Background: an optimization exercise with open tools, aiming at small area and a short achievable clock period. Do not read the settings as production practice. RTL that was checked went through simulation tests only; none was proved equivalent to the original. For runs 1 and 2, only the layout was checked, not whether the RTL still works. Power and IR drop assume default switching activity.

<file path="flow/design.v">
module ELM_log(
    input  [12:0] a,
    output [3:0]  k,
    output [4:0]  f
    );
    wire [12:0] above;    
    wire [12:0] lead;     
    assign above[12] = 1'b0;
    genvar i, j;
    generate
        for (i = 11; i >= 0; i = i - 1) begin : g_above
            assign above[i] = |a[12:i+1];
        end
        for (i = 0; i < 13; i = i + 1) begin : g_lead
            assign lead[i] = a[i] & ~above[i];
        end
    endgenerate
    assign k[0] = lead[1] | lead[3] | lead[5] | lead[7] | lead[9] | lead[11];
    assign k[1] = lead[2] | lead[3] | lead[6] | lead[7] | lead[10] | lead[11];
    assign k[2] = lead[4] | lead[5] | lead[6] | lead[7] | lead[12];
    assign k[3] = lead[8] | lead[9] | lead[10] | lead[11] | lead[12];
    generate
        for (j = 0; j < 5; j = j + 1) begin : g_f
            wire [12:0] t;
            for (i = 0; i < 13; i = i + 1) begin : g_t
                if (i - 1 - j >= 0) begin : g_on
                    assign t[i] = lead[i] & a[i-1-j];
                end else begin : g_off
                    assign t[i] = 1'b0;
                end
            end
            assign f[4-j] = |t;
        end
    endgenerate
endmodule
module ELM_add #(parameter W = 18) (
    input  [W-1:0] a,
    input  [W-1:0] b,
    input          ci,
    output [W-1:0] s
    );
    wire [W-1:0] p0 = a ^ b;
    wire [W-1:0] g0 = a & b;
    wire [W-1:0] g [0:5];
    wire [W-1:0] p [0:5];
    assign g[0] = {g0[W-1:1], g0[0] | (p0[0] & ci)};
    assign p[0] = p0;
    genvar l, i;
    generate
        for (l = 0; l < 5; l = l + 1) begin : g_lvl
            for (i = 0; i < W; i = i + 1) begin : g_bit
                if (i >= (1 << l)) begin : g_op
                    assign g[l+1][i] = g[l][i] | (p[l][i] & g[l][i-(1<<l)]);
                    assign p[l+1][i] = p[l][i] & p[l][i-(1<<l)];
                end else begin : g_pass
                    assign g[l+1][i] = g[l][i];
                    assign p[l+1][i] = p[l][i];
                end
            end
        end
    endgenerate
    assign s = p0 ^ {g[5][W-2:0], ci};
endmodule
module ELM_front(
    input  [15:0] x,
    input  [15:0] y,
    output [17:0] h,       
    output        yneg,    
    output [4:0]  ksum,    
    output [4:0]  fx,
    output [4:0]  fy,
    output        sn       
    );
    wire xone = x[14] ^ x[13];
    wire xtwo = ~xone & (x[15] ^ x[14]);
    wire xneg = x[15] & (xone | xtwo);
    wire [17:0] ys = {y[15], y[15], y};
    wire [17:0] pp2 = (({18{xone}} & ys) | ({18{xtwo}} & {ys[16:0], 1'b0})) ^ {18{xneg}};
    wire yone = y[14] ^ y[13];
    wire ytwo = ~yone & (y[15] ^ y[14]);
    assign yneg = y[15] & (yone | ytwo);
    wire [17:0] xs = {{4{x[13]}}, x[13:0]};
    wire [17:0] pp1 = (({18{yone}} & xs) | ({18{ytwo}} & {xs[16:0], 1'b0})) ^ {18{yneg}};
    ELM_add #(18) add_h(.a(pp2), .b(pp1), .ci(xneg), .s(h));
    wire [12:0] ax = x[12:0] ^ {13{x[13]}};
    wire [12:0] ay = y[12:0] ^ {13{y[13]}};
    wire [3:0] kx, ky;
    ELM_log log_x(.a(ax), .k(kx), .f(fx));
    ELM_log log_y(.a(ay), .k(ky), .f(fy));
    wire nz = (x[13] | (|x[7:0])) & (y[13] | (|y[7:0]));
    wire [4:0] kk = kx + ky;
    assign ksum = kk | {5{~nz}};
    assign sn = nz & (x[13] ^ y[13]);
endmodule
module ELM_back(
    input  [17:0] h,
    input         yneg,
    input  [4:0]  ksum,
    input  [4:0]  fx,
    input  [4:0]  fy,
    input         sn,
    output [31:0] p
    );
    wire [5:0] m = fx + fy;
    wire [6:0] w = m[5] ? {1'b1, m[4:0], 1'b0} : {1'b0, 1'b1, m[4:0]};
    wire [24:0] oh;
    genvar i, j;
    generate
        for (i = 0; i < 25; i = i + 1) begin : g_oh
            assign oh[i] = (ksum == i);
        end
    endgenerate
    wire [27:0] a;
    generate
        for (j = 0; j < 28; j = j + 1) begin : g_a
            wire [6:0] t;
            for (i = 0; i < 7; i = i + 1) begin : g_t
                if (j + 5 - i >= 0 && j + 5 - i <= 24) begin : g_on
                    assign t[i] = w[i] & oh[j+5-i];
                end else begin : g_off
                    assign t[i] = 1'b0;
                end
            end
            assign a[j] = |t;
        end
    endgenerate
    wire [27:0] pp0 = a ^ {28{sn}};
    assign p[13:0] = pp0[13:0] - yneg;
    wire c14 = yneg & (|pp0[13:0]);
    ELM_add #(18) add_p(.a(h), .b({{4{sn}}, pp0[27:14]}), .ci(c14), .s(p[31:14]));
endmodule
module ELM_Mitchw6(
    input [15:0] x,
    input [15:0] y,
    output [31:0] p
    );
    wire [17:0] h;
    wire yneg, sn;
    wire [4:0] ksum, fx, fy;
    ELM_front front(.x(x), .y(y), .h(h), .yneg(yneg), .ksum(ksum), .fx(fx), .fy(fy), .sn(sn));
    ELM_back back(.h(h), .yneg(yneg), .ksum(ksum), .fx(fx), .fy(fy), .sn(sn), .p(p));
endmodule
module mult_top(
    input clk,
    input  [15:0] x,
    input  [15:0] y,
    output reg [31:0] p_out
    );
    wire [17:0] h_d;
    wire yneg_d, sn_d;
    wire [4:0] ksum_d, fx_d, fy_d;
    ELM_front front(.x(x), .y(y), .h(h_d), .yneg(yneg_d), .ksum(ksum_d),
                    .fx(fx_d), .fy(fy_d), .sn(sn_d));
    reg [17:0] h_q;
    reg yneg_q, sn_q;
    reg [4:0] ksum_q, fx_q, fy_q;
    wire [31:0] P_vec;
    ELM_back back(.h(h_q), .yneg(yneg_q), .ksum(ksum_q), .fx(fx_q), .fy(fy_q),
                  .sn(sn_q), .p(P_vec));
    always @(posedge clk)
    begin
        h_q <= h_d;
        yneg_q <= yneg_d;
        ksum_q <= ksum_d;
        fx_q <= fx_d;
        fy_q <= fy_d;
        sn_q <= sn_d;
        p_out <= P_vec;
    end
endmodule
</file>
<file path="flow/run.sh">
#!/bin/bash
# synth_recipe.tcl (not shown) runs the flow's synth.tcl, then flattens the netlist and writes it again
# the make line also repeats each setting of config.mk as NAME=value (left out here)
make -C /OpenROAD-flow-scripts/flow DESIGN_CONFIG=/design/flow/config.mk WORK_HOME=/design/flow/orfs CLKGATE_MAP_FILE= SYNTH_SCRIPT=/design/flow/synth_recipe.tcl finish
</file>
<file path="flow/config.mk">
export PLATFORM = sky130hd
export DESIGN_NAME = mult_top
export DESIGN_NICKNAME = mult_top
export VERILOG_FILES = /design/flow/design.v
export SDC_FILE = /design/flow/constraint.sdc
export NUM_CORES = 4
export LEC_CHECK = 0
export ABC_AREA = 1
export CAP_MARGIN = 20
export CORE_MARGIN = 2
export CORE_UTILIZATION = 40
export SETUP_SLACK_MARGIN = 0
export SLEW_MARGIN = 20
</file>
<file path="flow/constraint.sdc">
create_clock -name core_clock -period 7.0 [get_ports {clk}]
set_input_delay 1.4000 -clock core_clock [delete_from_list [all_inputs] [get_ports {clk}]]
set_output_delay 1.4000 -clock core_clock [all_outputs]
set_load 0.01 [all_outputs]
</file>
==> results.json, run 1 <==
{
  "run_status": "timing/DRC/antenna clean",
  "drt_first_pass_iters": 6,
  "total_negative_setup_slack_ps": 0,
  "crit_required_ps": 7270,
  "die-width_um": 140,
  "timing.final.crit_share_pct": 80.0,
  "pwr_density_cell_nw_per_um2": 341,
  "synth-seq-cells": 67,
  "ys_warn_count": 2,
  "grt_first_pass_wirelength_um": 33400,
  "cts_htree_levels": 3,
  "setup_viol": 0,
  "postCtsHoldBufs": 0,
  "timing.hold.worst_path_depth": 1,
  "timing.clock.skew_ps": 5.93,
  "residual_drc_count": 0,
  "clk_pin_slew_ps": 60,
  "route.detailed.wl_per_inst_um": 14.2,
  "cell_chosen_for_the_clock_root": "clkbuf_16",
  "highest_clock_rate_mhz": 178,
  "finalWorstPathRequiredPeriod_ps": 5600,
  "grt_pass1_vias": 6920,
  "timing.hold.worst.start": "h_q[0]$_DFF_P_",
  "die-area_um2": 19500,
  "cts_setup_buffers": 0,
  "setup.worst_path.end_class": "flop",
  "cts_made_buffers": 9,
  "power_mw": 2.87,
  "worstSkewPairLatency_ps": 340,
  "synth.yosys.seq_area_share_pct": 18.2,
  "final.fill_count": 1915,
  "drv_cap": 0,
  "syn_nets": 1217,
  "cts.sink_count": 67,
  "finalNetCount": 1267,
  "timing.hold.worst.class": "reg -> reg",
  "synth_top_family_by_area": "simple AND/OR/NAND/NOR gates",
  "critPathMaxFanout": 24,
  "dr.first_iter.drc_count": 702,
  "port-buffer-count": 64,
  "irDropWorstVdd_mv": 0.251,
  "timing.rr.start": "fy_q[4]$_DFF_P_",
  "layout_common_cells": "223 x nand2_1, 162 x inv_1, 108 x nor2_1, 78 x o22ai_1, 77 x nand3_1",
  "power.static_leakage_nw": 4.09,
  "n_antenna_cell": 0,
  "worstHoldEndpoint": "p_out[14]$_DFF_P_",
  "timing_max_transition_violations_final": 0,
  "synth_simple_gate_area_share_pct": 31.0,
  "synth_cell_types": 51,
  "rsz_0062_raised_after_global_routing": "false",
  "detailed_place_hpwl_um": 16200,
  "cts-root-to-sink-buffers": 2,
  "area_growth_pct": 14.2,
  "floorplan.die.height_um": 140,
  "synth_area_um2": 7370,
  "rr_endpoint": "p_out[28]$_DFF_P_",
  "wirelength_um": 20100,
  "cts_resized": 0,
  "vias_per_instance": 5.32,
  "critical_path.startpoint_type": "flop",
  "cts_tree": "done",
  "synth_cells": 1136,
  "synth_compound_gate_area_share_pct": 18.6,
  "worst-setup-path-type": "reg -> reg",
  "antenna_found_initial": 0,
  "xor_xnor_fraction_of_synth_area_pct": 12.5,
  "floorplan.initialDensity_pct": 40.9,
  "reg2reg_depth": 25,
  "grtUsageTotal_pct": 20.3,
  "globalRouteOverflowTotal": 0,
  "synthMuxAreaShare_pct": 0,
  "slew_headroom_pct": 38.9,
  "layout_cells_sized_above_1_pct": 6.30,
  "rows": 49,
  "vias": 7557,
  "slew_at_the_pin_closest_to_its_max_slew_limit_ps": 916,
  "floorplan.core_area_um2": 18000,
  "synth_adder_area_share_pct": 8.65,
  "gp_congestion": 0.962,
  "cp.arrival_ps": 5870,
  "antenna_left": 0,
  "syn-mean-instance-area_um2": 6.49,
  "maximum_number_of_pins_on_one_net_before_global_route_repair": 27,
  "leading_cell_type_in_the_layout_fill_and_taps_excluded": "nand2_1",
  "hold_violations": 0,
  "regToRegSetupSlack_ps": 1400,
  "io_pins": 65
}
## worst max-delay path: stages (launching register included)
cell and delay (ps):
dfxtp_1 300, ha_1 390, a21oi_4 270, nand2_2 100, nor2_4 520, nand2_4 200
nand2_1 390, o21ai_0 130, nor2_1 130, nand3_1 80, nand2_1 190, nand2_1 70
nor2_1 80, nand2_1 80, nor2_1 90, nor2_1 60, fa_1 470, fa_1 450
nand3_1 80, nand2_1 80, a21boi_0 280, o21ai_0 220, a21boi_0 310, o21ai_0 190
a31oi_1 200, xor2_1 160
## per-layer routing
layer  up-vias  share of wire, %  track usage [%]
li1       3879                 -                -
met1      3375                49             29.1
met2       266                44             31.9
met3        37               5.4             2.58
met4         0               2.0             6.11
met5         -                 0                0
## logic make-up (layout without fill, tap and decap cells)
| kind of cell | Yosys count | count (layout) |
|---|---|---|
| AOI/OAI and AO/OA | 226 | 226 |
| and+or+nand+nor | 497 | 497 |
| xor gates and xnor gates | 105 | 105 |
| DFF | 67 | 67 |
| buffers and inverters | 193 | 248 |
| adders and majority gates | 48 | 48 |
## Yosys cell counts (all sizes together)
cell type	number	area [um2]
nand2	249	1030
inv	165	619
nor2	123	543
nand3	83	445
o22ai	78	488
xor2	73	639
dfxtp	67	1340
a21oi	63	327
ha	43	538
o21ai	39	203
xnor2	32	280
buf	23	178
nor3	15	91.3
nor4	9	56.3
o211ai	9	67.6
a221oi	8	70.1
nand4	8	50.1
a31oi	7	43.8
fa	5	100
o221ai	5	43.8
a22oi	4	30.0
clkbuf	4	15.0
nand3b	4	30.0
a211oi	3	22.5
a21boi	3	22.5
or2	3	18.8
a21o	2	15.0
and3	2	12.5
o31ai	2	15.0
a211o	1	8.76
a31o	1	8.76
and2	1	6.26
clkinv	1	3.75
o21ba	1	10.0
## flip-flops by register name, summed over array words and instances (netlist names)
signal	count
fx_q	5
fy_q	5
h_q	18
ksum_q	5
p_out	32
sn_q	1
yneg_q	1
## worst max-delay path by stage
| stage | from | endpoint | cells after the start |
|---|---|---|---|
| finish | fy_q[4]$_DFF_P_ | p_out[28]$_DFF_P_ | 25 |
| global route | fy_q[4]$_DFF_P_ | p_out[28]$_DFF_P_ | 25 |
| CTS | fy_q[4]$_DFF_P_ | p_out[28]$_DFF_P_ | 25 |
| detailed placement | x[13] | h_q[14]$_DFF_P_ | 15 |
| global placement | x[13] | h_q[14]$_DFF_P_ | 15 |
| floorplan | fy_q[0]$_DFF_P_ | p_out[28]$_DFF_P_ | 27 |
## metrics by stage
| step | hold slack, ps | instances | utilization, % | cell area [um2] | worst slack [ps] |
|---|---|---|---|---|---|
| after CTS | 513 | 1420 | 46.7 | 8420 | 1440 |
| after detailed placement | 500 | 1404 | 45.1 | 8120 | 1300 |
| final | 513 | 1420 | 46.7 | 8420 | 1400 |
| after global placement | 479 | 1404 | 45.1 | 8120 | 1410 |
| after global routing | 529 | 1420 | 46.7 | 8420 | 819 |
| after floorplan | 472 | 1136 | - | 7370 | 2410 |
## layout make-up
| class | count | area, um2 | share of cell area [%] |
|---|---|---|---|
| clock buffer | 10 | 229 | 2.72 |
| clock inverter | 6 | 65.1 | 0.773 |
| inverter | 166 | 623 | 7.40 |
| multi-input combinational | 876 | 5220 | 62.0 |
| sequential | 67 | 1340 | 15.9 |
| tap | 229 | 287 | 3.40 |
| timing repair buffer | 66 | 656 | 7.79 |
## report_power, final
group | total, mW | switching (mW) | internal [mW] | leakage [nW]
logic | 1.82 | 1.12 | 0.694 | 3.39
clock network | 0.451 | 0.175 | 0.276 | 0.143
registers | 0.599 | 0.0529 | 0.546 | 0.565
==> run 2, diff against run 1 <==
--- a/flow/config.mk
+++ b/flow/config.mk
@@ -11,3 +11,3 @@
 export CORE_UTILIZATION = 40
-export SETUP_SLACK_MARGIN = 0
+export SETUP_SLACK_MARGIN = 3.5
 export SLEW_MARGIN = 20
==> run 2 against run 1 <==
Against the previous run:
- still clean on timing, DRC and antenna
- sequential power increased by 2%
- setup slack gained 1300 ps
- cell area rose by 31%
- worst hold slack better by 56 ps
- combinational power grew 52%
- clock power grew about 10%
- power increased by 35%
- global-route usage is 2.5 points higher
- register-to-register slack improved by 1300 ps
- clock skew up 2.6 ps
- clock-buffer cell count shrank 1
- largest cell class unchanged
- highest routed layer unchanged
==> results.json, run 2 <==
{
  "critical_path.startpoint_type": "flop",
  "highest_clock_rate_mhz": 233,
  "synth.yosys.seq_area_share_pct": 18.2,
  "timing.hold.worst.class": "reg -> reg",
  "total_negative_setup_slack_ps": 0,
  "setup_viol": 0,
  "finish.utilization_pct": 61.0,
  "irDropWorstVdd_mv": 0.247,
  "synth_cell_types": 51,
  "antenna_found_initial": 0,
  "layout_cells_sized_above_1_pct": 31.8,
  "timing.final.crit_share_pct": 61.3,
  "synthMuxAreaShare_pct": 0,
  "placed_cell_area_um2": 8400,
  "worst_path_slowest_cell": "fa_2",
  "rsz_0062_raised_after_global_routing": "true",
  "floorplan.die.height_um": 140,
  "largest_register_ffs": 32,
  "clk_pin_slew_ps": 60,
  "share_seq_of_total_power_pct": 15.7,
  "max_flop_register": "p_out",
  "syn_nets": 1217,
  "synth_common_cells": "223 x nand2_1, 162 x inv_1, 108 x nor2_1, 78 x o22ai_1, 77 x nand3_1",
  "area_growth_pct": 49.1,
  "vias_per_instance": 5.46,
  "route.detailed.wl_per_inst_um": 15.5,
  "synth_area_um2": 7370,
  "p_comb_share_pct": 71.4,
  "synth.area.top_cells": "dfxtp_1 18%, nand2_1 11%, xor2_1 8.7%",
  "slew_at_the_pin_closest_to_its_max_slew_limit_ps": 997,
  "cts_htree_levels": 3,
  "proportion_of_total_power_due_to_net_switching_pct": 44.7,
  "synth_edf_count": 0,
  "layout_common_cells": "187 x nand2_1, 146 x inv_1, 128 x buf_4, 78 x nor2_1, 68 x nand3_1",
  "pwr_density_cell_nw_per_um2": 352,
  "netlist.top_cell.by_area": "dfxtp_1",
  "synth_cells": 1136,
  "die-width_um": 140,
  "crit_required_ps": 7240,
  "globalRouteOverflowTotal": 0,
  "drv_cap": 0,
  "antenna_left": 0,
  "cell_chosen_for_the_clock_root": "clkbuf_16",
  "cts_made_buffers": 9,
  "finalWorstPathRequiredPeriod_ps": 4290,
  "synth_compound_gate_area_share_pct": 18.6,
  "power.static_leakage_nw": 5.29,
  "setup.worst_path.end_class": "flop",
  "gp_congestion": 0.957,
  "grt_first_pass_wirelength_um": 37300,
  "worst-setup-path-type": "reg -> reg",
  "residual_drc_count": 0,
  "clockPowerShare_pct": 12.8,
  "grtUsageTotal_pct": 22.9,
  "leading_cell_type_in_the_layout_fill_and_taps_excluded": "nand2_1",
  "synth.most_common_cell": "nand2_1",
  "grt_pass1_vias": 7785,
  "vias": 8580,
  "synth_simple_gate_area_share_pct": 31.0,
  "postCtsHoldBufs": 0,
  "syn-mean-instance-area_um2": 6.49,
  "yosys_most_used_dff": "dfxtp_1",
  "ys_warn_count": 2,
  "detailed_place_hpwl_um": 16100,
  "netSwitchingPower_mw": 1.73,
  "floorplan.core_area_um2": 18000,
  "finish.instance_area_um2": 11000,
  "dr.first_iter.drc_count": 781,
  "cts_tree": "done",
  "timing_max_transition_violations_final": 0,
  "worstSkewPairLatency_ps": 350,
  "cts.sink_count": 67,
  "finalNetCount": 1418,
  "port-buffer-count": 64,
  "synth_adder_area_share_pct": 8.65,
  "hold_violations": 0,
  "synth-async-reset-ratio_pct": 0,
  "die-area_um2": 19500,
  "synth_largest_type_area_fraction_pct": 18.2,
  "critPathMaxFanout": 7,
  "floorplan.initialDensity_pct": 40.9,
  "run_status": "timing/DRC/antenna clean",
  "power.internal_mw": 2.14,
  "slew_headroom_pct": 33.5,
  "xor_xnor_fraction_of_synth_area_pct": 12.5,
  "crit_top_cell": "buf_4",
  "n_antenna_cell": 0,
  "reg_top3": "p_out (32), h_q (18)",
  "drt_first_pass_iters": 6,
  "timing.clock.skew_ps": 8.53,
  "critical_path.max_stage_delay_ps": 380,
  "rows": 49,
  "wirelength_um": 24400,
  "synth-seq-cells": 67,
  "maximum_number_of_pins_on_one_net_before_global_route_repair": 27,
  "synth_top_family_by_area": "simple AND/OR/NAND/NOR gates",
  "cp.arrival_ps": 4530,
  "io_pins": 65,
  "cts-root-to-sink-buffers": 2
}
[run 2: cell count changes in the layout (fill, tap and decap cells not counted), moves of 15 or more]
cell | previous run | this run
o21ai_0 | 35 | 20
xnor2_1 | 32 | 14
nor2_1 | 108 | 78
inv_1 | 162 | 146
nor2_4 | 6 | 23
buf_4 | 2 | 128
nand2_1 | 223 | 187
clkdlybuf4s50_1 | 64 | 32
nand2_2 | 20 | 43
dlygate4sd2_1 | 0 | 15
[run 2: cell families after synthesis]
kind of cell / count (synthesis)
fa+ha+maj: 48
xor+xnor: 105
simple gates: 497
flops: 67
compound gates: 226
buf+inv: 193
[run 2: path summary, 6_finish.rpt]
kind                        start                 to  slack, ps  depth (start not counted)
hold reg to reg    h_q[0]$_DFF_P_  p_out[14]$_DFF_P_        570                          1
hold / removal     h_q[0]$_DFF_P_  p_out[14]$_DFF_P_        570                          1
setup / recovery  fx_q[0]$_DFF_P_   p_out[9]$_DFF_P_       2710                         31
setup reg to reg  fx_q[0]$_DFF_P_   p_out[9]$_DFF_P_       2710                         31
[run 2: worst max-delay path, delay by kind of cell (launching register included)]
| kind | cells | cell delay (ps) |
|---|---|---|
| simple gates | 10 | 910 |
| buf+inv | 19 | 2420 |
| fa+ha+maj | 2 | 540 |
| flops | 1 | 320 |
[run 2: metal layers]
layer / GRT usage, % / wire length (um)
met5: 0 / 0
met4: 8.89 / 742
met3: 2.86 / 1340
met2: 38.5 / 12000
met1: 29.8 / 10300
[run 2: power groups by stage]
stage,combinational (mW),clock [mW],sequential (mW)
floorplan,1.43,0,0.636
global placement,1.88,0,0.609
detailed placement,1.88,0,0.612
CTS,2.31,0.508,0.605
global route,3.00,0.523,0.626
finish,2.77,0.497,0.610
[run 2: through the flow]
step,instances,setup slack [ps],hold WS (ps),total power [mW]
6_report,1571,2710,569,3.87
5_1_grt,1571,2470,606,4.15
4_1_cts,1512,2730,575,3.42
3_5_place_dp,1404,1710,560,2.49
3_3_place_gp,1404,1800,541,2.49
2_1_floorplan,1136,3000,493,2.07
[run 2: what timing repair did]
| item | in CTS | in global routing |
|---|---|---|
| cloned | 4 | 0 |
| hold endpoints to repair | 0 | 0 |
| gates resized for setup | 137 | 177 |
| pin swaps | 82 | 99 |
| setup buffers | 88 | 59 |
| setup endpoints to repair | 53 | 31 |
[run 2: cell type report]
class | count | area, um2
multi-input cells | 878 | 6410
repair inverters | 1 | 6.26
inverters | 166 | 649
fillers | 1631 | 7030
clock inverters | 7 | 98.8
repair buffers | 214 | 1970
flip-flops and latches | 67 | 1350
well taps | 229 | 287
clock buffers | 9 | 225
==> run 3, diff against run 2 <==
--- a/flow/design.v
+++ b/flow/design.v
@@ -69,4 +69,3 @@
     output [4:0]  ksum,    
-    output [4:0]  fx,
-    output [4:0]  fy,
+    output [5:0]  m,       
     output        sn       
@@ -87,2 +86,3 @@
     wire [3:0] kx, ky;
+    wire [4:0] fx, fy;
     ELM_log log_x(.a(ax), .k(kx), .f(fx));
@@ -93,2 +93,3 @@
     assign sn = nz & (x[13] ^ y[13]);
+    assign m = fx + fy;
 endmodule
@@ -98,4 +99,3 @@
     input  [4:0]  ksum,
-    input  [4:0]  fx,
-    input  [4:0]  fy,
+    input  [5:0]  m,
     input         sn,
@@ -103,3 +103,2 @@
     );
-    wire [5:0] m = fx + fy;
     wire [6:0] w = m[5] ? {1'b1, m[4:0], 1'b0} : {1'b0, 1'b1, m[4:0]};
@@ -138,5 +137,6 @@
     wire yneg, sn;
-    wire [4:0] ksum, fx, fy;
-    ELM_front front(.x(x), .y(y), .h(h), .yneg(yneg), .ksum(ksum), .fx(fx), .fy(fy), .sn(sn));
-    ELM_back back(.h(h), .yneg(yneg), .ksum(ksum), .fx(fx), .fy(fy), .sn(sn), .p(p));
+    wire [4:0] ksum;
+    wire [5:0] m;
+    ELM_front front(.x(x), .y(y), .h(h), .yneg(yneg), .ksum(ksum), .m(m), .sn(sn));
+    ELM_back back(.h(h), .yneg(yneg), .ksum(ksum), .m(m), .sn(sn), .p(p));
 endmodule
@@ -150,10 +150,12 @@
     wire yneg_d, sn_d;
-    wire [4:0] ksum_d, fx_d, fy_d;
+    wire [4:0] ksum_d;
+    wire [5:0] m_d;
     ELM_front front(.x(x), .y(y), .h(h_d), .yneg(yneg_d), .ksum(ksum_d),
-                    .fx(fx_d), .fy(fy_d), .sn(sn_d));
+                    .m(m_d), .sn(sn_d));
     reg [17:0] h_q;
     reg yneg_q, sn_q;
-    reg [4:0] ksum_q, fx_q, fy_q;
+    reg [4:0] ksum_q;
+    reg [5:0] m_q;
     wire [31:0] P_vec;
-    ELM_back back(.h(h_q), .yneg(yneg_q), .ksum(ksum_q), .fx(fx_q), .fy(fy_q),
+    ELM_back back(.h(h_q), .yneg(yneg_q), .ksum(ksum_q), .m(m_q),
                   .sn(sn_q), .p(P_vec));
@@ -164,4 +166,3 @@
         ksum_q <= ksum_d;
-        fx_q <= fx_d;
-        fy_q <= fy_d;
+        m_q <= m_d;
         sn_q <= sn_d;
--- a/flow/config.mk
+++ b/flow/config.mk
@@ -11,3 +11,2 @@
 export CORE_UTILIZATION = 40
-export SETUP_SLACK_MARGIN = 3.5
 export SLEW_MARGIN = 20
==> run 3 against run 2 <==
Against the previous run:
- cell area down 23%
- worst hold slack got worse by 15 ps
- fmax decreased by 8.6%
- still clean
- die area fell by 0.26%
==> results.json, run 3 <==
{
  "power.internal_mw": 1.55,
  "port-buffer-count": 64,
  "slew_headroom_pct": 34.4,
  "layout_cells_sized_above_1_pct": 7.56,
  "regToRegSetupSlack_ps": 2380,
  "synth.yosys.seq_area_share_pct": 17.2,
  "antenna_left": 0,
  "proportion_of_total_power_due_to_net_switching_pct": 46.2,
  "grt_pass1_vias": 6778,
  "reg_top3": "p_out (32), h_q (18), m_q (6)",
  "floorplan.core_area_um2": 18000,
  "yosys_most_used_dff": "dfxtp_1",
  "area_growth_pct": 14.6,
  "timing.rr.start": "m_q[5]$_DFF_P_",
  "p_comb_share_pct": 61.0,
  "synth_area_um2": 7350,
  "cts_setup_buffers": 0,
  "cts_tree": "done",
  "wirelength_um": 19600,
  "critPathMaxFanout": 20,
  "cts_resized": 0,
  "cell_chosen_for_the_clock_root": "clkbuf_16",
  "hold-worst-slack_ps": 554,
  "cts_made_buffers": 9,
  "vias_per_instance": 5.31,
  "layout_common_cells": "245 x nand2_1, 127 x inv_1, 106 x nor2_1, 96 x nand3_1, 83 x xor2_1",
  "maximum_number_of_pins_on_one_net_before_global_route_repair": 29,
  "netlist.top_cell.by_area": "dfxtp_1",
  "timing.hold.worst_path_depth": 2,
  "die-area_um2": 19500,
  "gp_congestion": 0.918,
  "cp.arrival_ps": 4910,
  "synth-seq-cells": 63,
  "irDropWorstVdd_mv": 0.316,
  "rsz_0062_raised_after_global_routing": "false",
  "worst-setup-path-type": "in -> reg",
  "floorplan.initialDensity_pct": 40.8,
  "synth.most_common_cell": "nand2_1",
  "die-width_um": 140,
  "syn_nets": 1221,
  "synth_cell_types": 52,
  "worst_path_slowest_cell": "clkdlybuf4s50_1",
  "finish.utilization_pct": 46.8,
  "netSwitchingPower_mw": 1.33,
  "leading_cell_type_in_the_layout_fill_and_taps_excluded": "nand2_1",
  "globalRouteOverflowTotal": 0,
  "finalWorstPathRequiredPeriod_ps": 4690,
  "slew_at_the_pin_closest_to_its_max_slew_limit_ps": 981,
  "finalNetCount": 1266,
  "antenna_found_initial": 0,
  "cts-root-to-sink-buffers": 2,
  "cts.sink_count": 63,
  "timing_max_transition_violations_final": 0,
  "residual_drc_count": 0,
  "reg2reg_depth": 21,
  "vias": 7538,
  "ys_warn_count": 2,
  "synth_edf_count": 0,
  "run_status": "timing/DRC/antenna clean",
  "n_antenna_cell": 0,
  "postCtsHoldBufs": 0,
  "hold_violations": 0,
  "crit_top_cell": "nor2_2",
  "drt_first_pass_iters": 5,
  "drv_cap": 0,
  "worstSkewPairLatency_ps": 340,
  "dr.first_iter.drc_count": 690,
  "timing.clock.skew_ps": 6.55,
  "grt_first_pass_wirelength_um": 32900,
  "synth_common_cells": "245 x nand2_1, 127 x inv_1, 106 x nor2_1, 96 x nand3_1, 83 x xor2_1",
  "synth.area.top_cells": "dfxtp_1 17%, nand2_1 13%, xor2_1 9.9%",
  "critical_path.max_stage_delay_ps": 920,
  "grtUsageTotal_pct": 20.1,
  "detailed_place_hpwl_um": 15400,
  "syn-mean-instance-area_um2": 6.45,
  "floorplan.die.height_um": 140,
  "total_negative_setup_slack_ps": 0,
  "rr_endpoint": "p_out[30]$_DFF_P_",
  "pwr_density_cell_nw_per_um2": 342,
  "clk_pin_slew_ps": 60,
  "highest_clock_rate_mhz": 213,
  "rows": 49,
  "timing.hold.worst.start": "h_q[17]$_DFF_P_",
  "clockPowerShare_pct": 17.7,
  "share_seq_of_total_power_pct": 21.3,
  "largest_register_ffs": 32,
  "cts_htree_levels": 3,
  "synth_largest_type_area_fraction_pct": 17.2,
  "power.static_leakage_nw": 4.03,
  "synth_cells": 1140,
  "setup_viol": 0,
  "critical_path.startpoint_type": "primary input",
  "max_flop_register": "p_out",
  "worstHoldEndpoint": "p_out[31]$_DFF_P_",
  "cells_traversed_along_the_worst_timing_path": "clkdlybuf4s50_1 -> xnor2_1 -> nand2_1 -> nor2_2 -> nand3_2 -> nor2_2 -> inv_1 -> nor2_2 -> nand2_1 -> o2111ai_1 -> ha_1 -> inv_1 -> fa_1 -> nor2_1 -> a211oi_1 -> xor2_1",
  "timing.final.crit_share_pct": 67.1,
  "io_pins": 65,
  "crit_required_ps": 7220,
  "synth-async-reset-ratio_pct": 0,
  "timing.hold.worst.class": "reg -> reg",
  "route.detailed.wl_per_inst_um": 13.8,
  "setup.worst_path.end_class": "flop"
}
run 3: final cells by class:
cell class	count	area [um2]
Tap cell	229	287
Multi-Input combinational cell	902	5330
Fill cell	1932	9600
Sequential cell	63	1260
Timing Repair Buffer	68	671
Clock buffer	9	225
Clock inverter	7	120
Inverter	141	537
run 3: cells by family after synthesis:
group                      share of synthesized area, %
AOI/OAI and AO/OA                                  16.6
xor gates and xnor gates                           13.6
and+or+nand+nor                                    33.6
buffers and inverters                              10.4
adders and majority gates                          8.68
DFF                                                17.2
run 3: how the worst max path moves through the flow:
stage,cells after the start,startpoint,slack [ps],endpoint
after floorplan,15,y[13],3130,h_q[14]$_DFF_P_
after global placement,16,y[13],2030,h_q[14]$_DFF_P_
after detailed placement,16,y[13],1920,h_q[14]$_DFF_P_
after CTS,16,y[13],2290,h_q[14]$_DFF_P_
after global routing,17,y[13],1930,m_q[5]$_DFF_P_
final,16,y[13],2310,m_q[4]$_DFF_P_
run 3: worst max-delay path, delay by kind of cell:
| family | cells | cell delay, ps |
|---|---|---|
| adders and majority gates | 2 | 590 |
| xor gates and xnor gates | 2 | 690 |
| buffers and inverters | 3 | 1050 |
| and+or+nand+nor | 7 | 1000 |
| AOI/OAI and AO/OA | 2 | 180 |
run 3: metal layers:
layer  up-vias  track usage (%)  wire length (um)  share of wire (%)
met5         -                0                 0                  0
met4         0             6.47               329                1.7
met3        30             2.51              1160                5.9
met2       264             31.8              8620                 44
met1      3352             28.4              9500                 48
li1       3892                -                 -                  -
run 3: power groups by stage:
stage | Sequential (mW) | Combinational [mW] | Clock (mW)
after global routing | 0.628 | 1.98 | 0.540
after floorplan | 0.629 | 1.29 | 0
final | 0.613 | 1.76 | 0.510
after detailed placement | 0.621 | 1.75 | 0
after CTS | 0.613 | 1.75 | 0.522
after global placement | 0.616 | 1.74 | 0
run 3: per-stage QoR:
step	std cells	instance area, um2	total power, mW	setup slack, ps
floorplan	1140	7350	1.92	3130
global placement	1403	8080	2.36	2030
detailed placement	1403	8080	2.37	1920
CTS	1419	8430	2.89	2290
global route	1419	8430	3.15	1930
finish	1419	8430	2.88	2310
==> run 4, diff against run 3 <==
==> flow/flow/run.sh (new file) <==
#!/bin/bash
# Standard layout, with the port buffers made from the smallest buffer cell.
cp standard.sh standard_copy.sh.txt
export BUFFER_PORTS_ARGS="-buffer_cell sky130_fd_sc_hd__buf_1"
bash standard.sh > standard.log 2>&1
==> flow/standard.sh (new file) <==
#!/bin/bash
# synth_recipe.tcl (not shown) runs the flow's synth.tcl, then flattens the netlist and writes it again
# the make line also repeats each setting of config.mk as NAME=value (left out here)
make -C /OpenROAD-flow-scripts/flow DESIGN_CONFIG=/design/flow/config.mk WORK_HOME=/design/flow/orfs CLKGATE_MAP_FILE= SYNTH_SCRIPT=/design/flow/synth_recipe.tcl "${@:-finish}"
removed: flow/run.sh
==> run 4 against run 3 <==
Against the previous run:
- die area did not move
- combinational power fell by 6%
- largest cell class unchanged
- critical endpoint is now p_out[30]$_DFF_P_
- worst hold slack got worse by 3.0 ps
- critical path type is now reg -> reg
- synthesized area did not move
==> results.json, run 4 <==
{
  "synth_largest_type_area_fraction_pct": 17.2,
  "grtUsageTotal_pct": 19.7,
  "floorplan.initialDensity_pct": 40.8,
  "synth.most_common_cell": "nand2_1",
  "cp.arrival_ps": 4830,
  "netSwitchingPower_mw": 1.32,
  "drv_cap": 0,
  "route.detailed.wl_per_inst_um": 13.6,
  "wirelength_um": 19300,
  "timing.clock.skew_ps": 4.64,
  "layout_common_cells": "245 x nand2_1, 127 x inv_1, 106 x nor2_1, 96 x nand3_1, 83 x xor2_1",
  "cts-root-to-sink-buffers": 2,
  "timing.rr.start": "m_q[5]$_DFF_P_",
  "synth_area_um2": 7350,
  "cell_chosen_for_the_clock_root": "clkbuf_16",
  "netlist.top_cell.by_area": "dfxtp_1",
  "layout_setup_ws_ps": 2430,
  "timing.hold.worst_path_depth": 2,
  "antenna_left": 0,
  "n_antenna_cell": 0,
  "residual_drc_count": 0,
  "cts_setup_buffers": 0,
  "worst_path_slowest_cell": "dfxtp_1",
  "critical_path.max_stage_delay_ps": 860,
  "gp_congestion": 0.906,
  "leading_cell_type_in_the_layout_fill_and_taps_excluded": "nand2_1",
  "timing.hold.worst.start": "h_q[17]$_DFF_P_",
  "cells_traversed_along_the_worst_timing_path": "inv_6 -> nand2_2 -> nand2_2 -> inv_1 -> o21ai_1 -> nor2_1 -> nand3_1 -> nand2_1 -> nand3_1 -> nor2_1 -> a21boi_1 -> fa_1 -> fa_1 -> nand2_1 -> nand2_1 -> o21ai_0 -> inv_1 -> nand3_1 -> o2111ai_1 -> a21oi_1 -> xor2_1",
  "clockPowerShare_pct": 18.3,
  "syn_nets": 1221,
  "die-width_um": 140,
  "crit_required_ps": 7260,
  "share_seq_of_total_power_pct": 22.0,
  "floorplan.die.height_um": 140,
  "cts_tree": "done",
  "critical_path.startpoint_type": "flop",
  "grt_first_pass_wirelength_um": 32400,
  "yosys_most_used_dff": "dfxtp_1",
  "synth.yosys.seq_area_share_pct": 17.2,
  "reg_top3": "p_out (32), h_q (18), m_q (6)",
  "run_status": "timing/DRC/antenna clean",
  "layout_cells_sized_above_1_pct": 7.56,
  "synth_edf_count": 0,
  "pwr_density_cell_nw_per_um2": 345,
  "critPathMaxFanout": 18,
  "instances_no_fill": 1419,
  "proportion_of_total_power_due_to_net_switching_pct": 47.6,
  "synth_common_cells": "245 x nand2_1, 127 x inv_1, 106 x nor2_1, 96 x nand3_1, 83 x xor2_1",
  "detailed_place_hpwl_um": 15200,
  "floorplan.core_area_um2": 18000,
  "cts.sink_count": 63,
  "finalWorstPathRequiredPeriod_ps": 4570,
  "hold-worst-slack_ps": 551,
  "globalRouteOverflowTotal": 0,
  "timing.hold.worst.class": "reg -> reg",
  "synth-async-reset-ratio_pct": 0,
  "grt_pass1_vias": 6777,
  "timing_max_transition_violations_final": 0,
  "finish.utilization_pct": 44.5,
  "placed_instances": 1403,
  "synth_cell_types": 52,
  "synth-seq-cells": 63,
  "total_negative_setup_slack_ps": 0,
  "cts_htree_levels": 3,
  "reg2reg_depth": 21,
  "vias_per_instance": 5.29,
  "cts_made_buffers": 9,
  "dp_worst_setup_slack_ps": 2290,
  "die-area_um2": 19500,
  "worstSkewPairLatency_ps": 340,
  "setup_viol": 0,
  "area_growth_pct": 9.17,
  "worstHoldEndpoint": "p_out[31]$_DFF_P_",
  "syn-mean-instance-area_um2": 6.45,
  "drt_first_pass_iters": 5,
  "timing.final.crit_share_pct": 65.2,
  "clk_pin_slew_ps": 50,
  "postCtsHoldBufs": 0,
  "largest_register_ffs": 32,
  "vias": 7512,
  "hold_violations": 0,
  "rr_endpoint": "p_out[30]$_DFF_P_",
  "antenna_found_initial": 0,
  "regToRegSetupSlack_ps": 2430,
  "io_pins": 65,
  "finalNetCount": 1266,
  "maximum_number_of_pins_on_one_net_before_global_route_repair": 29,
  "dr.first_iter.drc_count": 880,
  "irDropWorstVdd_mv": 0.240,
  "highest_clock_rate_mhz": 219,
  "cts_resized": 0,
  "slew_headroom_pct": 39.0,
  "rows": 49,
  "power.static_leakage_nw": 3.86,
  "synth.area.top_cells": "dfxtp_1 17%, nand2_1 13%, xor2_1 9.9%",
  "setup.worst_path.end_class": "flop",
  "port-buffer-count": 64,
  "ys_warn_count": 2,
  "p_comb_share_pct": 59.7,
  "synth_cells": 1140,
  "rsz_0062_raised_after_global_routing": "false",
  "max_flop_register": "p_out",
  "slew_at_the_pin_closest_to_its_max_slew_limit_ps": 910,
  "power.internal_mw": 1.45,
  "worst-setup-path-type": "reg -> reg"
}
-- run 4: changes by cell type in the layout (fill, tap and decap cells not counted) --
cell	before	now
clkdlybuf4s50_1	64	0
o21ai_1	5	6
buf_1	0	64
clkinvlp_4	1	0
clkinv_4	1	3
inv_6	2	1
o21ai_0	38	37
-- run 4: final cells by class --
class,instances,area [um2]
clock buffers,9,225
flip-flops and latches,63,1260
repair buffers,68,270
multi-input cells,902,5330
clock inverters,7,121
inverters,141,537
fillers,1962,10000
well taps,229,287
-- run 4: power groups by stage --
stage / Clock, mW / Sequential [mW] / Combinational [mW]
after floorplan: 0 / 0.629 / 1.29
after CTS: 0.517 / 0.612 / 1.65
final: 0.506 / 0.610 / 1.65
after global routing: 0.533 / 0.628 / 1.87
after detailed placement: 0 / 0.618 / 1.63
after global placement: 0 / 0.616 / 1.64
-- run 4: critical path: cells and delay by family, from the launching register on --
kind                     cells  cell delay (ps)
AO/OA/AOI/OAI                5              770
XOR/XNOR                     1              150
adder cells (fa/ha/maj)      2              880
buffers and inverters        3              650
flip-flops                   1              860
AND/OR/NAND/NOR             10             1170
-- run 4: logic make-up after synthesis --
group / after synthesis / synth area share, %
AND/OR/NAND/NOR: 539 / 33.6
AO/OA/AOI/OAI: 204 / 16.6
buffers and inverters: 175 / 10.4
XOR/XNOR: 111 / 13.6
flip-flops: 63 / 17.2
adder cells (fa/ha/maj): 48 / 8.68
-- run 4: metrics by stage --
step	area [um2]	power (mW)
floorplan	7350	1.92
global placement	7680	2.26
detailed placement	7680	2.25
CTS	8030	2.77
global route	8030	3.03
finish	8030	2.77
-- run 4: how the worst max path moves through the flow --
stage	end	startpoint	slack, ps	depth (start not counted)
2_1_floorplan	h_q[14]$_DFF_P_	y[13]	3130	15
3_3_place_gp	h_q[14]$_DFF_P_	y[13]	2380	15
3_5_place_dp	h_q[14]$_DFF_P_	y[13]	2290	15
4_1_cts	p_out[30]$_DFF_P_	m_q[5]$_DFF_P_	2460	21
5_1_grt	p_out[28]$_DFF_P_	m_q[5]$_DFF_P_	2030	23
6_report	p_out[30]$_DFF_P_	m_q[5]$_DFF_P_	2430	21
-- run 4: routing by layer --
metal	routed length, um	vias up	GRT usage (%)
li1	-	3892	-
met1	9360	3281	28.1
met2	8220	296	30.5
met3	1250	43	3.13
met4	456	0	6.26
met5	0	-	0
==> run 5, diff against run 4 <==
==> flow/flow/run.sh (replaced) <==
#!/bin/bash
# Standard layout, with two changes passed to the ORFS make run:
#  - no full/half adder cell extraction in synthesis (ABC maps the adders),
#  - port buffers made from the smallest buffer cell.
export ADDER_MAP_FILE=
export BUFFER_PORTS_ARGS="-buffer_cell sky130_fd_sc_hd__buf_1"
bash standard.sh > standard.log 2>&1
==> run 5 against run 4 <==
Against the previous run:
- still clean on timing, DRC and antenna
- synthesized area rose by 1.4%
- setup slack improved by 540 ps
- wire length rose by 8.3%
- cell area rose by 0.73%
- global-route usage rose by 1.1 points
- synthesized cell count rose by 13%
- sequential share of layout area fell by 0.11 points
- clock skew rose by 2.2 ps
- sequential power fell by 2%
- critical path depth fell by 6
- largest power group unchanged
- highest routed layer unchanged
==> results.json, run 5 <==
{
  "timing.hold.worst.class": "reg -> reg",
  "reg_top3": "p_out (32), h_q (18), m_q (6)",
  "cts_htree_levels": 3,
  "pwr_density_cell_nw_per_um2": 338,
  "postCtsHoldBufs": 0,
  "cts_setup_buffers": 0,
  "rows": 49,
  "synth.yosys.seq_area_share_pct": 16.9,
  "critPathMaxFanout": 17,
  "die-width_um": 141,
  "synth.area.top_cells": "nand2_1 18%, dfxtp_1 17%, xor2_1 8.9%",
  "wirelength_um": 20900,
  "slew_headroom_pct": 32.7,
  "cts_tree": "done",
  "syn_nets": 1326,
  "layout_setup_ws_ps": 2980,
  "drt-met1-wl_um": 10100,
  "synth_edf_count": 0,
  "finalNetCount": 1368,
  "grtUsageTotal_pct": 20.8,
  "crit_required_ps": 7230,
  "gp_congestion": 0.934,
  "die-area_um2": 19800,
  "highest_clock_rate_mhz": 249,
  "final.fill_count": 1979,
  "antenna_left": 0,
  "synth-async-reset-ratio_pct": 0,
  "synth_area_um2": 7460,
  "top_layer_used": "met4",
  "route.detailed.wl_per_inst_um": 13.3,
  "floorplan.core_area_um2": 18100,
  "cell_chosen_for_the_clock_root": "clkbuf_16",
  "cts_made_buffers": 9,
  "netlist.top_cell.by_area": "nand2_1",
  "io_pins": 65,
  "layout_common_cells": "357 x nand2_1, 171 x nor2_1, 144 x inv_1, 127 x nand3_1, 76 x xor2_1",
  "grt_pass1_vias": 7178,
  "residual_drc_count": 0,
  "syn-mean-instance-area_um2": 5.77,
  "detailed_place_hpwl_um": 16300,
  "run_status": "timing/DRC/antenna clean",
  "worst-setup-path-type": "in -> reg",
  "vias_per_instance": 5.21,
  "clk_pin_slew_ps": 60,
  "timing.clock.skew_ps": 6.86,
  "area_growth_pct": 8.40,
  "placed_instances": 1553,
  "synth.most_common_cell": "nand2_1",
  "finish.utilization_pct": 44.6,
  "drv_cap": 0,
  "met3_wl_post_dr_um": 1470,
  "synth_common_cells": "357 x nand2_1, 171 x nor2_1, 144 x inv_1, 127 x nand3_1, 76 x xor2_1",
  "timing_max_transition_violations_final": 0,
  "hold-worst-slack_ps": 561,
  "globalRouteOverflowTotal": 0,
  "grt_first_pass_wirelength_um": 34500,
  "cts.sink_count": 63,
  "n_antenna_cell": 0,
  "ys_warn_count": 2,
  "layout_cells_sized_above_1_pct": 7.84,
  "worstSkewPairLatency_ps": 340,
  "dr_wl_met2_um": 9060,
  "irDropWorstVdd_mv": 0.141,
  "floorplan.initialDensity_pct": 41.1,
  "synth_cell_types": 51,
  "synth-seq-cells": 63,
  "setup.worst_path.end_class": "flop",
  "floorplan.die.height_um": 141,
  "cp.arrival_ps": 4250,
  "yosys_most_used_dff": "dfxtp_1",
  "power.static_leakage_nw": 4.10,
  "port-buffer-count": 64,
  "maximum_number_of_pins_on_one_net_before_global_route_repair": 37,
  "leading_cell_type_in_the_layout_fill_and_taps_excluded": "nand2_1",
  "timing.final.crit_share_pct": 57.5,
  "largest_register_ffs": 32,
  "setup_viol": 0,
  "total_negative_setup_slack_ps": 0,
  "dr.first_iter.drc_count": 988,
  "max_flop_register": "p_out",
  "synth_cells": 1293,
  "drt_first_pass_iters": 5,
  "cts-root-to-sink-buffers": 2,
  "finalWorstPathRequiredPeriod_ps": 4020,
  "instances_no_fill": 1569,
  "antenna_found_initial": 0,
  "dp_worst_setup_slack_ps": 2160,
  "vias": 8177,
  "slew_at_the_pin_closest_to_its_max_slew_limit_ps": 1010,
  "rsz_0062_raised_after_global_routing": "false",
  "synth_largest_type_area_fraction_pct": 18.0,
  "cts_resized": 0,
  "hold_violations": 0,
  "critical_path.startpoint_type": "primary input"
}
==> run 5: changes by cell type after synthesis, sizes merged, moves of 14 or more <==
cell | before | now
or2 | 1 | 15
a21oi | 61 | 35
inv | 139 | 156
nor2 | 130 | 190
nand3 | 101 | 130
ha | 43 | 0
nand2 | 267 | 386
==> run 5: cells by family (layout without fill, tap and decap cells) <==
family                    count (synthesis)  in the layout  share of synthesized area (%)
buffers and inverters                   192            239                           10.9
and+or+nand+nor                         759            759                           44.6
AOI/OAI and AO/OA                       172            172                           14.3
xor gates and xnor gates                107            107                           13.3
DFF                                      63             63                           16.9
==> run 5: power by group <==
group	switching, mW	total (mW)	leakage, nW	internal [mW]
Sequential	0.0821	0.598	0.531	0.516
Clock	0.175	0.455	0.148	0.280
Combinational	1.15	1.68	3.42	0.529
Total	1.41	2.73	4.10	1.33
==> run 5: final cells by class <==
type,instances,area [um2],area share [%]
clock inverter,7,80.1,0.990
timing repair buffer,66,256,3.17
tap,229,287,3.54
clock buffer,9,225,2.79
multi-input combinational,1038,5380,66.6
inverter,157,594,7.35
sequential,63,1260,15.6
==> run 5: final timing paths <==
check | cells past startpoint | startpoint | slack (ps) | endpoint
hold / removal | 2 | yneg_q$_DFF_P_ | 560 | p_out[14]$_DFF_P_
setup reg to reg | 23 | m_q[5]$_DFF_P_ | 3060 | p_out[30]$_DFF_P_
hold reg to reg | 2 | yneg_q$_DFF_P_ | 560 | p_out[14]$_DFF_P_
setup / recovery | 15 | y[13] | 2980 | h_q[16]$_DFF_P_
==> run 5: routing by layer <==
| layer | vias up | global-route usage, % |
|---|---|---|
| met2 | 337 | 32.5 |
| li1 | 4264 | - |
| met1 | 3550 | 30.2 |
| met3 | 26 | 2.74 |
| met5 | - | 0 |
| met4 | 0 | 5.26 |
==> run 5: through the flow <==
step / total power, mW / area, um2
final: 2.73 / 8090
after global routing: 2.98 / 8090
after CTS: 2.73 / 8090
after detailed placement: 2.27 / 7780
after global placement: 2.26 / 7780
after floorplan: 1.91 / 7460
==> run 5: critical path: stages <==
cell	delay, ps
clkbuf_2	440
nand2_1	170
nand2_1	580
xor2_1	190
o21ai_0	350
nand3_1	140
o21ai_1	220
nand2_1	70
nand3_1	140
nand3_1	90
nand2_1	100
a21o_1	140
nand2_1	50
nand3_1	90
nand2_1	60
==> run 6, diff against run 5 <==
--- a/flow/config.mk
+++ b/flow/config.mk
@@ -11,2 +11,3 @@
 export CORE_UTILIZATION = 40
+export SETUP_SLACK_MARGIN = 3.8
 export SLEW_MARGIN = 20
==> run 6 against run 5 <==
Against the previous run:
- still clean
- critical path depth up 4
- power up 10%
- fmax up 23%
- clock power about the same
- utilization up 9.4 points
- setup slack better by 760 ps
- non-clock buffer count up 51
- wire length up 11%
- largest power group unchanged
==> results.json, run 6 <==
{
  "instances_no_fill": 1622,
  "grt_pass1_vias": 7472,
  "synth_cells": 1293,
  "antenna_left": 0,
  "port-buffer-count": 64,
  "finalWorstPathRequiredPeriod_ps": 3270,
  "synth_largest_type_area_fraction_pct": 18.0,
  "slew_headroom_pct": 59.6,
  "area_growth_pct": 31.3,
  "synth-async-reset-ratio_pct": 0,
  "grt_first_pass_wirelength_um": 36100,
  "n_antenna_cell": 0,
  "cts_htree_levels": 3,
  "synth_common_cells": "357 x nand2_1, 171 x nor2_1, 144 x inv_1, 127 x nand3_1, 76 x xor2_1",
  "synth.yosys.seq_area_share_pct": 16.9,
  "floorplan.initialDensity_pct": 41.1,
  "gp_congestion": 0.950,
  "reg_top3": "p_out (32), h_q (18), m_q (6)",
  "finalNetCount": 1421,
  "worstSkewPairLatency_ps": 340,
  "cp.arrival_ps": 3500,
  "cts-root-to-sink-buffers": 2,
  "die-width_um": 141,
  "power_mw": 3.01,
  "synth-seq-cells": 63,
  "syn_nets": 1326,
  "antenna_found_initial": 0,
  "detailed_place_hpwl_um": 16300,
  "worst_path_slowest_cell": "nor2_1",
  "synth.most_common_cell": "nand2_1",
  "yosys_most_used_dff": "dfxtp_1",
  "worst_setup_path_startpoint": "y[13]",
  "critPathMaxFanout": 8,
  "cell_chosen_for_the_clock_root": "clkbuf_16",
  "cts.sink_count": 63,
  "dr.first_iter.drc_count": 764,
  "cells_traversed_along_the_worst_timing_path": "clkbuf_16 -> clkinv_8 -> nand2_8 -> nand2_4 -> nand2_8 -> buf_12 -> o22ai_4 -> xor2_2 -> or2_4 -> nand2_2 -> inv_2 -> nand2_1 -> nor2_1 -> nand3_2 -> nand2_2 -> a21o_1 -> nand2_1 -> nand3_2 -> nand2_1",
  "irDropWorstVdd_mv": 0.161,
  "synth.area.top_cells": "nand2_1 18%, dfxtp_1 17%, xor2_1 8.9%",
  "layout_setup_ws_ps": 3730,
  "synth_edf_count": 0,
  "die-area_um2": 19800,
  "syn-mean-instance-area_um2": 5.77,
  "globalRouteOverflowTotal": 0,
  "placed_instances": 1553,
  "timing.rr.start": "m_q[5]$_DFF_P_",
  "io_pins": 65,
  "pwr_density_cell_nw_per_um2": 307,
  "rsz_0062_raised_after_global_routing": "true",
  "maximum_number_of_pins_on_one_net_before_global_route_repair": 37,
  "max_flop_register": "p_out",
  "cts_tree": "done",
  "postCtsHoldBufs": 0,
  "setup.worst_path.end_class": "flop",
  "critical_path.max_stage_delay_ps": 200,
  "run_status": "timing/DRC/antenna clean",
  "slew_at_the_pin_closest_to_its_max_slew_limit_ps": 603,
  "layout_common_cells": "316 x nand2_1, 148 x nor2_1, 124 x inv_1, 117 x nand3_1, 59 x dfxtp_1",
  "critical_path.startpoint_type": "primary input",
  "timing_max_transition_violations_final": 0,
  "total_negative_setup_slack_ps": 0,
  "worst-setup-path-type": "in -> reg",
  "timing.clock.skew_ps": 6.98,
  "ys_warn_count": 2,
  "timing.final.crit_share_pct": 46.7,
  "cell_family_contributing_the_most_delay_on_the_critical_path": "simple AND/OR/NAND/NOR gates",
  "netlist.top_cell.by_area": "nand2_1",
  "vias_per_instance": 5.32,
  "residual_drc_count": 0,
  "synth_cell_types": 51,
  "final.fill_count": 1774,
  "dp_worst_setup_slack_ps": 2620,
  "floorplan.core_area_um2": 18100,
  "setup_viol": 0,
  "power.static_leakage_nw": 4.66,
  "hold-worst-slack_ps": 570,
  "layout_cells_sized_above_1_pct": 24.4,
  "crit_required_ps": 7240,
  "drt_first_pass_iters": 6,
  "cts_made_buffers": 9,
  "crit_top_cell": "nand2_1",
  "timing.hold.worst.start": "yneg_q$_DFF_P_",
  "grtUsageTotal_pct": 22.0,
  "hold_violations": 0,
  "clk_pin_slew_ps": 60,
  "floorplan.die.height_um": 141,
  "largest_register_ffs": 32,
  "leading_cell_type_in_the_layout_fill_and_taps_excluded": "nand2_1",
  "timing.hold.worst.class": "reg -> reg",
  "wirelength_um": 23200,
  "drv_cap": 0,
  "route.detailed.wl_per_inst_um": 14.3,
  "vias": 8628,
  "highest_clock_rate_mhz": 306,
  "rows": 49,
  "synth_area_um2": 7460,
  "worst-path-buf-inv": 4
}
==> run 6: cell counts after synthesis <==
No cell type changed its count.
==> run 6: layout make-up <==
type / count / area (um2) / share of cell area [%]
inverter: 157 / 638 / 6.51
clock inverter: 7 / 80.1 / 0.817
sequential: 63 / 1270 / 13.0
tap: 229 / 287 / 2.92
clock buffer: 9 / 225 / 2.30
timing repair buffer: 117 / 793 / 8.10
multi-input combinational: 1040 / 6500 / 66.4
==> run 6: timing repair <==
item / CTS / global route
endpoints found under the setup margin: 53 / 34
setup buffers: 12 / 36
resized for setup: 61 / 155
cloned: 4 / 1
pin swaps: 12 / 51
==> run 6: per-layer routing <==
metal / vias up / wire [um] / track usage, %
met2: 352 / 10800 / 35.6
met5: - / 0 / 0
met4: 0 / 487 / 7.68
met1: 3838 / 10500 / 30.4
li1: 4384 / - / -
met3: 54 / 1430 / 2.39
==> run 6: final timing paths <==
path,to,slack (ps),cells after the start
setup / recovery,h_q[17]$_DFF_P_,3730,19
hold / removal,p_out[14]$_DFF_P_,570,2
setup reg to reg,p_out[31]$_DFF_P_,4010,14
hold reg to reg,p_out[14]$_DFF_P_,570,2
==> run 6: worst reg2reg max path: stages, from the launching register on <==
cell and delay, ps:
dfxtp_4 390, nand2_2 310, clkinvlp_4 240, buf_4 210
o22ai_1 200, xor2_1 120, or2_2 310, nand2_1 170
o21ai_1 100, a21oi_1 250, nor2_1 90, a211oi_1 280
nand3_1 120, nand2_1 70, nand2_1 50
==> run 6: logic make-up (layout without fill, tap and decap cells) <==
logic type / count (synthesis) / count (layout) / synth area share [%]
simple gates: 759 / 761 / 44.6
buf+inv: 192 / 290 / 10.9
compound gates: 172 / 172 / 14.3
xor+xnor: 107 / 107 / 13.3
flops: 63 / 63 / 16.9
==> run 6: report_power, final <==
group          switching, mW  leakage, nW  internal [mW]
sequential            0.0772        0.531          0.519
clock                  0.173        0.148          0.280
combinational           1.28         3.98          0.683
==> run 6: stage by stage <==
stage | instance area (um2) | utilization [%]
2_1_floorplan | 7840 | -
3_3_place_gp | 8110 | 44.7
3_5_place_dp | 8110 | 44.7
4_1_cts | 8820 | 48.6
5_1_grt | 9800 | 54.0
6_report | 9800 | 54.0
==> run 7, diff against run 6 <==
--- a/flow/config.mk
+++ b/flow/config.mk
@@ -11,3 +11,3 @@
 export CORE_UTILIZATION = 40
-export SETUP_SLACK_MARGIN = 3.8
+export SETUP_SLACK_MARGIN = 3.0
 export SLEW_MARGIN = 20
==> run 7 against run 6 <==
Against the previous run:
- power shrank 8.9%
- non-clock buffer count shrank 51
- utilization shrank 9.1 points
- via count decreased by 5.5%
- cell area fell by 17%
- global-route usage shrank 1.2 points
- setup slack got worse by 390 ps
- combinational power shrank 14%
- clock skew about the same
==> results.json, run 7 <==
{
  "finish.instance_area_um2": 8140,
  "timing.clock.skew_ps": 6.86,
  "area_growth_pct": 9.16,
  "timing.hold.worst.class": "reg -> reg",
  "finalNetCount": 1368,
  "slew_headroom_pct": 32.2,
  "cell_chosen_for_the_clock_root": "clkbuf_16",
  "cts-root-to-sink-buffers": 2,
  "rows": 49,
  "grtUsageTotal_pct": 20.8,
  "syn-mean-instance-area_um2": 5.77,
  "syn_nets": 1326,
  "layout_cells_sized_above_1_pct": 8.51,
  "regToRegSetupSlack_ps": 3410,
  "vias_per_instance": 5.20,
  "reg_top3": "p_out (32), h_q (18), m_q (6)",
  "pwr_density_cell_nw_per_um2": 337,
  "synth_cell_types": 51,
  "max_flop_register": "p_out",
  "synth_largest_type_area_fraction_pct": 18.0,
  "critPathMaxFanout": 20,
  "largest_register_ffs": 32,
  "drv_cap": 0,
  "synth.area.top_cells": "nand2_1 18%, dfxtp_1 17%, xor2_1 8.9%",
  "synth-async-reset-ratio_pct": 0,
  "worstSkewPairLatency_ps": 330,
  "worstHoldEndpoint": "p_out[14]$_DFF_P_",
  "worst-setup-path-type": "in -> reg",
  "cts_tree": "done",
  "clk_pin_slew_ps": 60,
  "timing.hold.worst.start": "yneg_q$_DFF_P_",
  "rr_endpoint": "p_out[31]$_DFF_P_",
  "timing.rr.start": "m_q[5]$_DFF_P_",
  "cts.sink_count": 63,
  "power.static_leakage_nw": 4.12,
  "n_antenna_cell": 0,
  "cp.arrival_ps": 3880,
  "synth_edf_count": 0,
  "synth.most_common_cell": "nand2_1",
  "layout_common_cells": "352 x nand2_1, 171 x nor2_1, 144 x inv_1, 127 x nand3_1, 76 x xor2_1",
  "critical_path.startpoint_type": "primary input",
  "synth_cells": 1293,
  "floorplan.initialDensity_pct": 41.1,
  "floorplan.core_area_um2": 18100,
  "drt_first_pass_iters": 6,
  "run_status": "timing/DRC/antenna clean",
  "slew_at_the_pin_closest_to_its_max_slew_limit_ps": 1010,
  "maximum_number_of_pins_on_one_net_before_global_route_repair": 37,
  "hold_violations": 0,
  "antenna_found_initial": 0,
  "crit_required_ps": 7230,
  "setup_viol": 0,
  "antenna_left": 0,
  "die-width_um": 141,
  "io_pins": 65,
  "dr.first_iter.drc_count": 925,
  "timing_max_transition_violations_final": 0,
  "leading_cell_type_in_the_layout_fill_and_taps_excluded": "nand2_1",
  "ys_warn_count": 2,
  "port-buffer-count": 64,
  "placed_cell_area_um2": 7780,
  "final.fill_count": 1976,
  "synth_common_cells": "357 x nand2_1, 171 x nor2_1, 144 x inv_1, 127 x nand3_1, 76 x xor2_1",
  "detailed_place_hpwl_um": 16300,
  "finalWorstPathRequiredPeriod_ps": 3660,
  "floorplan.die.height_um": 141,
  "reg2reg_depth": 13,
  "rsz_0062_raised_after_global_routing": "false",
  "grt_first_pass_wirelength_um": 34500,
  "timing.hold.worst_path_depth": 2,
  "synth_area_um2": 7460,
  "grt_pass1_vias": 7189,
  "gp_congestion": 0.934,
  "synth-seq-cells": 63,
  "vias": 8153,
  "irDropWorstVdd_mv": 0.141,
  "synth.yosys.seq_area_share_pct": 16.9,
  "cts_made_buffers": 9,
  "wirelength_um": 21000,
  "die-area_um2": 19800,
  "total_negative_setup_slack_ps": 0,
  "setup.worst_path.end_class": "flop",
  "highest_clock_rate_mhz": 274,
  "globalRouteOverflowTotal": 0,
  "cts_htree_levels": 3,
  "residual_drc_count": 0,
  "netlist.top_cell.by_area": "nand2_1",
  "yosys_most_used_dff": "dfxtp_1",
  "hold-worst-slack_ps": 567,
  "timing.final.crit_share_pct": 52.2,
  "route.detailed.wl_per_inst_um": 13.4
}
run 7: cell types whose count changed in the layout (fill, tap and decap cells not counted), sizes merged:
cell,previous run,this run
nand2,388,386
inv,156,159
buf,102,65
clkbuf,24,10
clkinvlp,4,1
run 7: cell type report:
type                       instances  area, um2  area share [%]
sequential                        63       1260            15.5
tap                              229        287            3.52
inverter                         157        594            7.30
clock inverter                     7       80.1           0.983
multi-input combinational       1038       5430            66.7
clock buffer                       9        225            2.77
timing repair buffer              66        263            3.23
run 7: repair_timing:
action                     CTS  global route
gates resized for setup      3            15
hold buffers                 0             0
pin swaps                    0             0
buffers inserted             0             0
setup endpoints to repair   18            33
run 7: metal layers:
metal  global-route usage [%]  vias to the layer above  wire (um)
li1                         -                     4264          -
met1                     30.2                     3522      10000
met2                     32.5                      344       9090
met3                     2.77                       23       1590
met4                     5.42                        0        297
met5                        0                        -          0
run 7: through the flow:
stage	worst slack (ps)	std cells	total power, mW	utilization [%]
after floorplan	3580	1293	1.91	-
final	3340	1569	2.74	44.9
after global routing	3010	1569	2.98	44.9
after global placement	2320	1553	2.26	42.9
after CTS	3030	1569	2.73	44.6
after detailed placement	2160	1553	2.27	42.9
run 7: kinds of logic after synthesis:
family	count (synthesis)	share of synthesized area [%]
AND/OR/NAND/NOR	759	44.6
buffers and inverters	192	10.9
flip-flops	63	16.9
XOR/XNOR	107	13.3
AO/OA/AOI/OAI	172	14.3
run 7: how the worst max path moves through the flow:
stage	from	end	slack [ps]	cells after the start
finish	x[13]	h_q[16]$_DFF_P_	3340	19
CTS	y[13]	h_q[16]$_DFF_P_	3030	16
global route	x[13]	h_q[17]$_DFF_P_	3010	20
floorplan	y[13]	h_q[11]$_DFF_P_	3580	20
global placement	y[13]	h_q[16]$_DFF_P_	2320	15
detailed placement	y[13]	h_q[16]$_DFF_P_	2160	15
run 7: where the power goes:
group          switching (mW)  leakage, nW  internal, mW  total, mW
Clock                   0.174        0.148         0.280      0.454
Combinational            1.16         3.44         0.531       1.69
Sequential             0.0819        0.531         0.517      0.599
Total                    1.41         4.12          1.33       2.74
run 7: worst max-delay path, cell delays in order:
cell	delay, ps
buf_1	80
buf_6	240
inv_1	130
nand2_1	160
nand2_4	140
o22ai_1	210
xor2_1	250
inv_1	70
nand2_1	120
nand3_1	100
o21ai_1	220
nand2_1	70
nand3_1	140
nand3_1	90
nand2_1	100
a21o_1	140
nand2_1	50
nand3_1	90
nand2_1	60

-- port drivers added, routing unchanged --
No port has a modelled driver above. Below, the same layouts with a new extraction and two added sets of constraints. Step 1, drivers: a clkbuf_16 drives clk and a buf_2 each remaining input, both assumed. Step 2 moves the port delays by t, midway between the first and last clock arrival at a register: inputs arrive t later, outputs are due t later. That takes back most of the time a late clock gives input paths. Three values: no drivers, after step 1, after step 2; two values: the first two.
run | t (ns) | setup slack, ns | worst register clock-pin slew, ns | worst data-port slew with drivers (ns) | cell pins on the clock port's net
run 1 | 0.376 | 1.397 / 1.397 / 1.235 | 0.06 / 0.06 | 0.06 | 1
run 2 | 0.386 | 2.710 / 2.710 / 2.710 | 0.06 / 0.06 | 0.08 | 1
run 3 | 0.372 | 2.305 / 2.322 / 1.949 | 0.06 / 0.06 | 0.04 | 1
run 4 | 0.374 | 2.434 / 2.434 / 2.382 | 0.05 / 0.05 | 0.04 | 1
run 5 | 0.372 | 2.976 / 2.994 / 2.622 | 0.06 / 0.06 | 0.04 | 1
run 6 | 0.379 | 3.732 / 3.677 / 3.298 | 0.06 / 0.06 | 0.10 | 1
run 7 | 0.372 | 3.344 / 3.364 / 2.991 | 0.06 / 0.06 | 0.04 | 1
After both steps setup and hold are still met in every run listed. For run 6, which loses most, drivers alone change the setup slack by -0.055 ns; drivers and shift together by -0.434 ns.
